This design comes from an exercise in tuning for small area on the open sky130 flow, not from production work. Function was checked by simulation only, so behaviour that the tests miss may differ from the original. The flow treats the clock pin as an ideal source. Dropping or thinning the clock tree relies on that and would not hold on a real chip. No activity file was given, so power comes from the tool's default toggle rates.

==> flow/design.v (excerpt) <==
module mainblock(clk_50M, reset, dio, sclk, stb, data_check, sec_chuc, sec_dv, min_chuc, min_dv, hour_chuc, hour_dv);
Size: about 37 I/O pins, roughly 0.0026 mm² of cells after synthesis.
==> flow/config.mk <==
export PLATFORM = sky130hd
export DESIGN_NAME = mainblock
export DESIGN_NICKNAME = mainblock
export VERILOG_FILES = /design/flow/design.v
export SDC_FILE = /design/flow/constraint.sdc
export NUM_CORES = 4
export LEC_CHECK = 0
export ABC_AREA = 1
export CAP_MARGIN = 20
export CORE_MARGIN = 2
export CORE_UTILIZATION = 65
export SLEW_MARGIN = 20
==> flow/constraint.sdc <==
create_clock -name core_clock -period 20.0 [get_ports {clk_50M}]
set_input_delay 4.0000 -clock core_clock [delete_from_list [all_inputs] [get_ports {clk_50M}]]
set_output_delay 4.0000 -clock core_clock [all_outputs]
set_load 0.01 [all_outputs]
standard.sh (not shown) runs the stock make flow with config.mk's settings and CLKGATE_MAP_FILE= SYNTH_SCRIPT=/design/flow/synth_recipe.tcl, a recipe that flattens the netlist after the stock synthesis.
==> flow/flow/run.sh <==
#!/bin/bash
# Own layout flow: the standard synthesis, then its combinational logic
# re-mapped by ABC for area (registers kept as they are), then the standard
# layout with small port buffers. Each tool's output goes to a log here.
set -u
W=$(pwd)
R=$W/orfs/results/$FLOW_PLATFORM/mainblock/base
LIB=$FLOW_HOME/platforms/sky130hd/lib/sky130_fd_sc_hd__tt_025C_1v80.lib
YOSYS=$(command -v yosys || echo $FLOW_HOME/../tools/install/yosys/bin/yosys)

bash standard.sh synth > $W/log_1_standard_synth.log 2>&1 || exit 1
cp $R/1_2_yosys.v $W/std_1_2_yosys.v

if python3 $W/flow/resynth.py $W/std_1_2_yosys.v $W/resynth.v $LIB $YOSYS $W > $W/log_2_resynth.log 2>&1; then
    cp $W/resynth.v $R/1_2_yosys.v
    rm -f $R/1_synth.odb
    echo "using the re-mapped netlist" >> $W/log_2_resynth.log
else
    echo "keeping the standard netlist" >> $W/log_2_resynth.log
fi

export BUFFER_PORTS_ARGS="-buffer_cell sky130_fd_sc_hd__buf_1"
[ -f $W/flow/env.sh ] && source $W/flow/env.sh

# placement, then the clock buffers by hand (flow/cts.tcl), then the rest
manual=0
if [ -n "${MANUAL_CTS_BUFFERS:-}" ]; then
    bash standard.sh place > $W/log_4_standard_place.log 2>&1 || exit 1
    if bash standard.sh run RUN_SCRIPT=$W/flow/cts.tcl RUN_LOG_NAME_STEM=4_1_cts_manual > $W/log_5_manual_cts.log 2>&1 \
       && [ -f $R/4_1_cts.odb ]; then
        manual=1
    else
        rm -f $R/4_1_cts.odb $R/4_cts.odb $R/4_cts.sdc
    fi
fi
bash standard.sh finish > $W/log_6_standard_finish.log 2>&1 || exit 1

# if the hand-made clock tree leaves a register clock pin with too slow a
# slew, lay out again from the clock tree step with ORFS's own
if [ $manual = 1 ]; then
    bash standard.sh run RUN_SCRIPT=$W/flow/clkslew.tcl RUN_LOG_NAME_STEM=6_clkslew > $W/log_7_clkslew.log 2>&1
    slew=$(sed -n 's/^CLKSLEW //p' $W/log_7_clkslew.log | tail -1)
    if ! python3 -c "import sys; sys.exit(0 if float('$slew') <= 0.120 else 1)" 2>/dev/null; then
        echo "clock pin slew $slew too slow: standard clock tree" >> $W/log_7_clkslew.log
        bash standard.sh clean_cts > $W/log_8_clean_cts.log 2>&1
        rm -f $R/4_1_cts.odb $R/4_cts.odb $R/4_cts.sdc
        bash standard.sh finish > $W/log_9_standard_finish_again.log 2>&1 || exit 1
    fi
fi
==> flow/flow/env.sh <==
# clock tree: clkbuf_8 buffers only, no dummy loads
export CTS_ARGS="-root_buf sky130_fd_sc_hd__clkbuf_8 -buf_list sky130_fd_sc_hd__clkbuf_8 -sink_clustering_enable -sink_clustering_size 60 -sink_clustering_max_diameter 500 -dont_use_dummy_load -repair_clock_nets"
export MANUAL_CTS_BUFFERS=4
export MANUAL_CTS_CELL=sky130_fd_sc_hd__buf_6
Other scripts of this flow, unchanged in this note and not shown: flow/flow/clkbufs.tcl, flow/flow/clkslew.tcl, flow/flow/cts.tcl, flow/flow/resynth.py, flow/flow/resynth.ys
The first run passed the timing, design-rule and antenna checks.
Next try:
--- a/flow/flow/env.sh
+++ b/flow/flow/env.sh
@@ -3,2 +3,2 @@
 export MANUAL_CTS_BUFFERS=4
-export MANUAL_CTS_CELL=sky130_fd_sc_hd__buf_6
+export MANUAL_CTS_CELL=sky130_fd_sc_hd__buf_4
Settings changed: CORE_UTILIZATION 65 to 80.
What happened: The changed run produced a clean layout. Design area increases by 0.66%. Cell count decreases by 0.83%. Worst setup slack gets worse by 0.79 ns. Power increases by 8.3%. Sequential power stays flat. Die area decreases by 18%. Register-to-register slack gets worse by 0.38 ns. Flip-flop and latch count does not change. Hold slack gets better by 0.043 ns.
Next try:
==> flow/flow/env.sh (replaced) <==
# clock tree: clkbuf_8 buffers only, no dummy loads
export CTS_ARGS="-root_buf sky130_fd_sc_hd__clkbuf_8 -buf_list sky130_fd_sc_hd__clkbuf_8 -sink_clustering_enable -sink_clustering_size 60 -sink_clustering_max_diameter 500 -dont_use_dummy_load -repair_clock_nets"
export MANUAL_CTS_BUFFERS=3
export MANUAL_CTS_CELL=sky130_fd_sc_hd__clkbuf_8
Settings changed: CORE_UTILIZATION 80 to 40.
The changed run passed the timing, design-rule and antenna checks.
Wire length fell by 28%.
Global-route usage drops by 32 points.
Setup slack improves by 0.70 ns.
Area after synthesis does not change.
Combinational power stays flat.
Clock-buffer cell count does not change.
Next try:
Settings changed: CORE_UTILIZATION 40 to 65.
Result: The changed run completed without violations. Setup slack loses 0.053 ns. Clock power fell by about 4.7%. Global-route usage rises by 10 points. Cell area drops by 1.3%. Die area went down by 37%. Power drops by about 1.6%. Non-clock buffer count does not change. Cell count decreases by 7.4%. Clock-buffer cell count stays the same. Via count goes up by 1.0%.
Next try:
--- a/flow/flow/env.sh
+++ b/flow/flow/env.sh
@@ -3,2 +3,2 @@
 export MANUAL_CTS_BUFFERS=3
-export MANUAL_CTS_CELL=sky130_fd_sc_hd__clkbuf_8
+export MANUAL_CTS_CELL=sky130_fd_sc_hd__buf_8
=> Core utilization decreases by 0.63 points. Die area does not change. Worst setup slack gains 0.12 ns.
In the first and fifth runs of this note the design's own scripts or RTL, not TritonCTS, make the clock network.

-- re-timing with driven ports --
How much do the figures lean on ideal ports? The routed layouts below were timed once more, with nothing changed but the port constraints.
Step 1 (the two cells are an assumption about what drives the block):
set clk [get_ports {clk_50M}]
set_driving_cell -lib_cell sky130_fd_sc_hd__clkbuf_16 $clk
set_driving_cell -lib_cell sky130_fd_sc_hd__buf_2 [delete_from_list [all_inputs] $clk]
Step 2 also shifts input and output timing later by t, the mid clock arrival at the registers, as if the neighbouring blocks saw the same clock.
a / b / c = ideal ports / drivers / drivers and shift; a / b = the first two.
run	t (ns)	slack for setup (ns)	latest minus earliest clock arrival (ns)
the first run	0.179	11.629 / 11.570 / 11.749	0.009 / 0.010
the second run	0.328	10.840 / 10.814 / 11.141	0.025 / 0.025
the third run	0.332	11.536 / 11.508 / 11.840	0.025 / 0.025
the fourth run	0.324	11.484 / 11.454 / 11.778	0.025 / 0.024
the fifth run	0.185	11.603 / 11.548 / 11.733	0.025 / 0.026
After both steps every run listed still meets setup and hold.
